This design comes from an exercise in tuning for small area and a short achievable clock period on the open sky130 flow, not from production work.
Only simulation tests tie the RTL to the original design; equivalence was not proved.
The clock input has no modelled driver; a real chip could not lean on it and would need a root buffer or a full tree.
Power figures rest on the tool's default switching activity, not on a simulated workload.

## run 1
==> flow/design.v (excerpt) <==
module alu4_top (
  input  wire        clk,
  input  wire [13:0] i,
  output wire [7:0]  o
);
For scale: about 73 cells after synthesis.
clock: 5.0 ns
lec_check: 0
cap_margin: 20
core_margin: 2
core_utilization: 20
slew_margin: 20
synth_hierarchical: 1
synth_minimum_keep_size: 0
standard.sh (not shown) runs the stock make flow with config.mk's settings and CLKGATE_MAP_FILE= SYNTH_SCRIPT=/design/flow/synth_recipe.tcl, a recipe that flattens the netlist after the stock synthesis.
==> flow/flow/run.sh <==
#!/bin/bash
# Standard ORFS layout with buf_1 port buffers, except clock tree synthesis:
# the clock reaches all registers through a single clock buffer (clk_tree.tcl).
set -e
export BUFFER_PORTS_ARGS="-buffer_cell sky130_fd_sc_hd__buf_1"
export PRE_FLOORPLAN_TCL=$(pwd)/flow/downsize.tcl
bash standard.sh place > standard_place.log 2>&1
RES=$(pwd)/orfs/results/$FLOW_PLATFORM/alu4_top/base
export RES
export CLKBUF=sky130_fd_sc_hd__clkbuf_8
export OUTBUF=sky130_fd_sc_hd__buf_2
openroad -no_init -exit flow/clk_tree.tcl > clk_tree.log 2>&1
bash standard.sh > standard_finish.log 2>&1
==> flow/flow/clk_tree.tcl <==
# Output port buffers set to $OUTBUF (if given).
# Clock tree: one $CLKBUF between the clock port and every register clock pin,
# placed at the centre of the registers, then legalised.
set plat $::env(FLOW_HOME)/platforms/$::env(FLOW_PLATFORM)
read_liberty $plat/lib/sky130_fd_sc_hd__tt_025C_1v80.lib
read_db $::env(RES)/3_place.odb
read_sdc $::env(RES)/3_place.sdc
set block [ord::get_db_block]
set clknet [$block findNet clk]
set master [[ord::get_db] findMaster $::env(CLKBUF)]
if {[info exists ::env(OUTBUF)]} {
  set ob [[ord::get_db] findMaster $::env(OUTBUF)]
  foreach bt [$block getBTerms] {
    if {[$bt getIoType] ne "OUTPUT"} continue
    set drv [[$bt getNet] getFirstOutput]
    if {$drv ne "NULL"} { [$drv getInst] swapMaster $ob; puts "output buffer [[$drv getInst] getName] -> $::env(OUTBUF)" }
  }
}
set buf [odb::dbInst_create $block $master clkbuf_root]
set leaf [odb::dbNet_create $block clknet_root]
$leaf setSigType CLOCK
$clknet setSigType CLOCK
set sx 0; set sy 0; set n 0
foreach it [$clknet getITerms] {
  set inst [$it getInst]
  set loc [$inst getLocation]
  set sx [expr {$sx + [lindex $loc 0]}]; set sy [expr {$sy + [lindex $loc 1]}]; incr n
  set mt [$it getMTerm]
  $it disconnect
  $it connect $leaf
}
puts "moved $n clock sinks to clknet_root"
[$buf findITerm A] connect $clknet
[$buf findITerm X] connect $leaf
$buf setLocation [expr {$sx / $n}] [expr {$sy / $n}]
$buf setPlacementStatus PLACED
global_connect
set_propagated_clock [all_clocks]
detailed_placement
check_placement -verbose
source $plat/setRC.tcl
estimate_parasitics -placement
report_clock_skew
report_checks -path_delay min_max
write_db $::env(RES)/4_1_cts.odb
write_sdc -no_timestamp $::env(RES)/4_cts.sdc
==> flow/flow/downsize.tcl <==
# Before floorplanning: put every combinational cell that synthesis upsized
# back to its drive-1 variant (timing repair later upsizes where it must).
set n 0
foreach inst [[ord::get_db_block] getInsts] {
  set m [[$inst getMaster] getName]
  if {[regexp {^(sky130_fd_sc_hd__[a-z0-9]+)_([0-9]+)$} $m -> base drive] && $drive > 1 && ![string match *df* $base]} {
    set small [[ord::get_db] findMaster ${base}_1]
    if {$small ne "NULL"} {
      $inst swapMaster $small
      incr n
    }
  }
}
puts "downsize: $n cells set to drive 1"
[inputs] run 2 vs run 1
==> flow/flow/run.sh <==
#!/bin/bash
# Standard ORFS layout with buf_1 port buffers, except clock tree synthesis:
# the clock reaches all registers through a single clock buffer (clk_tree.tcl).
set -e
export BUFFER_PORTS_ARGS="-buffer_cell sky130_fd_sc_hd__buf_1"
bash standard.sh place > standard_place.log 2>&1
RES=$(pwd)/orfs/results/$FLOW_PLATFORM/alu4_top/base
export RES
openroad -no_init -exit flow/clk_tree.tcl > clk_tree.log 2>&1
bash standard.sh > standard_finish.log 2>&1
diff --git a/flow/flow/clk_tree.tcl b/flow/flow/clk_tree.tcl
--- a/flow/flow/clk_tree.tcl
+++ b/flow/flow/clk_tree.tcl
@@ -1,4 +1,3 @@
-# Output port buffers set to $OUTBUF (if given).
-# Clock tree: one $CLKBUF between the clock port and every register clock pin,
+# Clock tree: one clkbuf_16 between the clock port and every register clock pin,
 # placed at the centre of the registers, then legalised.
 set plat $::env(FLOW_HOME)/platforms/$::env(FLOW_PLATFORM)
@@ -8,13 +7,5 @@
 set block [ord::get_db_block]
 set clknet [$block findNet clk]
-set master [[ord::get_db] findMaster $::env(CLKBUF)]
-if {[info exists ::env(OUTBUF)]} {
-  set ob [[ord::get_db] findMaster $::env(OUTBUF)]
-  foreach bt [$block getBTerms] {
-    if {[$bt getIoType] ne "OUTPUT"} continue
-    set drv [[$bt getNet] getFirstOutput]
-    if {$drv ne "NULL"} { [$drv getInst] swapMaster $ob; puts "output buffer [[$drv getInst] getName] -> $::env(OUTBUF)" }
-  }
-}
+set master [[ord::get_db] findMaster sky130_fd_sc_hd__clkbuf_16]
 set buf [odb::dbInst_create $block $master clkbuf_root]
 set leaf [odb::dbNet_create $block clknet_root]
removed: flow/flow/downsize.tcl
## What came out
Run 2 against run 1: total wirelength of the detailed-routed design went up by 1.5%, switching power went up by about 0.8%, number of well taps went up by about 4.3%.
Changes in run 3 relative to run 2:
==> flow/flow/run.sh <==
#!/bin/bash
# Standard ORFS layout (the standard.sh) with these changes:
#  - port buffers are buf_1 (input) and buf_2 (output) instead of the delay cell
#    buffer_ports picks by default;
#  - before floorplanning, combinational cells that synthesis upsized are put back
#    to drive 1 (downsize.tcl); timing repair may upsize them again;
#  - clock tree synthesis is replaced by one buf_12 between the clock port and all
#    22 register clock pins (clk_tree.tcl), so every register sees the same clock.
# Each tool's output goes to its own log file here.
set -e
export BUFFER_PORTS_ARGS="-buffer_cell sky130_fd_sc_hd__buf_1"
export PRE_FLOORPLAN_TCL=$(pwd)/flow/downsize.tcl
bash standard.sh place > standard_place.log 2>&1
export RES=$(pwd)/orfs/results/$FLOW_PLATFORM/alu4_top/base
export CLKBUF=sky130_fd_sc_hd__buf_12
export OUTBUF=sky130_fd_sc_hd__buf_2
openroad -no_init -exit flow/clk_tree.tcl > clk_tree.log 2>&1
bash standard.sh > standard_finish.log 2>&1
diff --git a/flow/flow/clk_tree.tcl b/flow/flow/clk_tree.tcl
--- a/flow/flow/clk_tree.tcl
+++ b/flow/flow/clk_tree.tcl
@@ -1,3 +1,4 @@
-# Clock tree: one clkbuf_16 between the clock port and every register clock pin,
+# Output port buffers set to $OUTBUF (if given).
+# Clock tree: one $CLKBUF between the clock port and every register clock pin,
 # placed at the centre of the registers, then legalised.
 set plat $::env(FLOW_HOME)/platforms/$::env(FLOW_PLATFORM)
@@ -7,5 +8,13 @@
 set block [ord::get_db_block]
 set clknet [$block findNet clk]
-set master [[ord::get_db] findMaster sky130_fd_sc_hd__clkbuf_16]
+set master [[ord::get_db] findMaster $::env(CLKBUF)]
+if {[info exists ::env(OUTBUF)]} {
+  set ob [[ord::get_db] findMaster $::env(OUTBUF)]
+  foreach bt [$block getBTerms] {
+    if {[$bt getIoType] ne "OUTPUT"} continue
+    set drv [[$bt getNet] getFirstOutput]
+    if {$drv ne "NULL"} { [$drv getInst] swapMaster $ob; puts "output buffer [[$drv getInst] getName] -> $::env(OUTBUF)" }
+  }
+}
 set buf [odb::dbInst_create $block $master clkbuf_root]
 set leaf [odb::dbNet_create $block clknet_root]
==> flow/flow/downsize.tcl (new file) <==
# Before floorplanning: put every combinational cell that synthesis upsized
# back to its drive-1 variant (timing repair later upsizes where it must).
set n 0
foreach inst [[ord::get_db_block] getInsts] {
  set m [[$inst getMaster] getName]
  if {[regexp {^(sky130_fd_sc_hd__[a-z0-9]+)_([0-9]+)$} $m -> base drive] && $drive > 1 && ![string match *df* $base]} {
    set small [[ord::get_db] findMaster ${base}_1]
    if {$small ne "NULL"} {
      $inst swapMaster $small
      incr n
    }
  }
}
puts "downsize: $n cells set to drive 1"
## What came out
Between run 3 and run 2, the difference in maximum fanout encountered on the critical timing path is negligible.
Power share of the combinational group essentially unchanged between run 3 and run 2.
On final hold slack: between run 3 and run 2, it ends up higher for run 2.
Re net count after synthesis: no difference whatsoever between run 2 and run 3.
Relative to run 2, switching portion of total power has decreased by 0.45 points in run 3.
Per the comparison of run 3 with run 2, total non-filler cell area in the finished layout lost 5.2%; routed wire length per instance dropped 2.1%; total power dropped 5.7 uW.
Compared with run 2, run 3 shows a lower met2 wire length.
Compared to run 2, run 3 has switching power of the nets about 3.7% lower.
No run of this note takes its clock network from TritonCTS; it comes from the design's own scripts or RTL.

## re-timing with driven ports
Ports are ideal in the flow. The routed layouts listed here were re-timed in OpenROAD.
Step 1: set_driving_cell puts a clkbuf_16 on clk and a buf_2 on each other input, an assumption about the parent block.
Step 2 times the ports against the registers' clock, not the clock port: input delays grow and output delays shrink by t, the midpoint of the rising clock arrivals with the driver on.
Three values: ideal, step 1, step 2; two values: the first two.
run | shift t [ns] | setup slack, ns | worst setup path at the end | latest minus earliest clock arrival (ns) | pins driven straight from the clock port
run 1 | 0.192 | 3.377 / 3.355 / 3.495 | register to register | 0.001 / 0.001 | 1
run 2 | 0.168 | 3.391 / 3.365 / 3.473 | register to register | 0.002 / 0.002 | 1
run 3 | 0.144 | 3.445 / 3.417 / 3.517 | register to register | 0.001 / 0.002 | 1
After both steps every run listed still meets setup and hold.
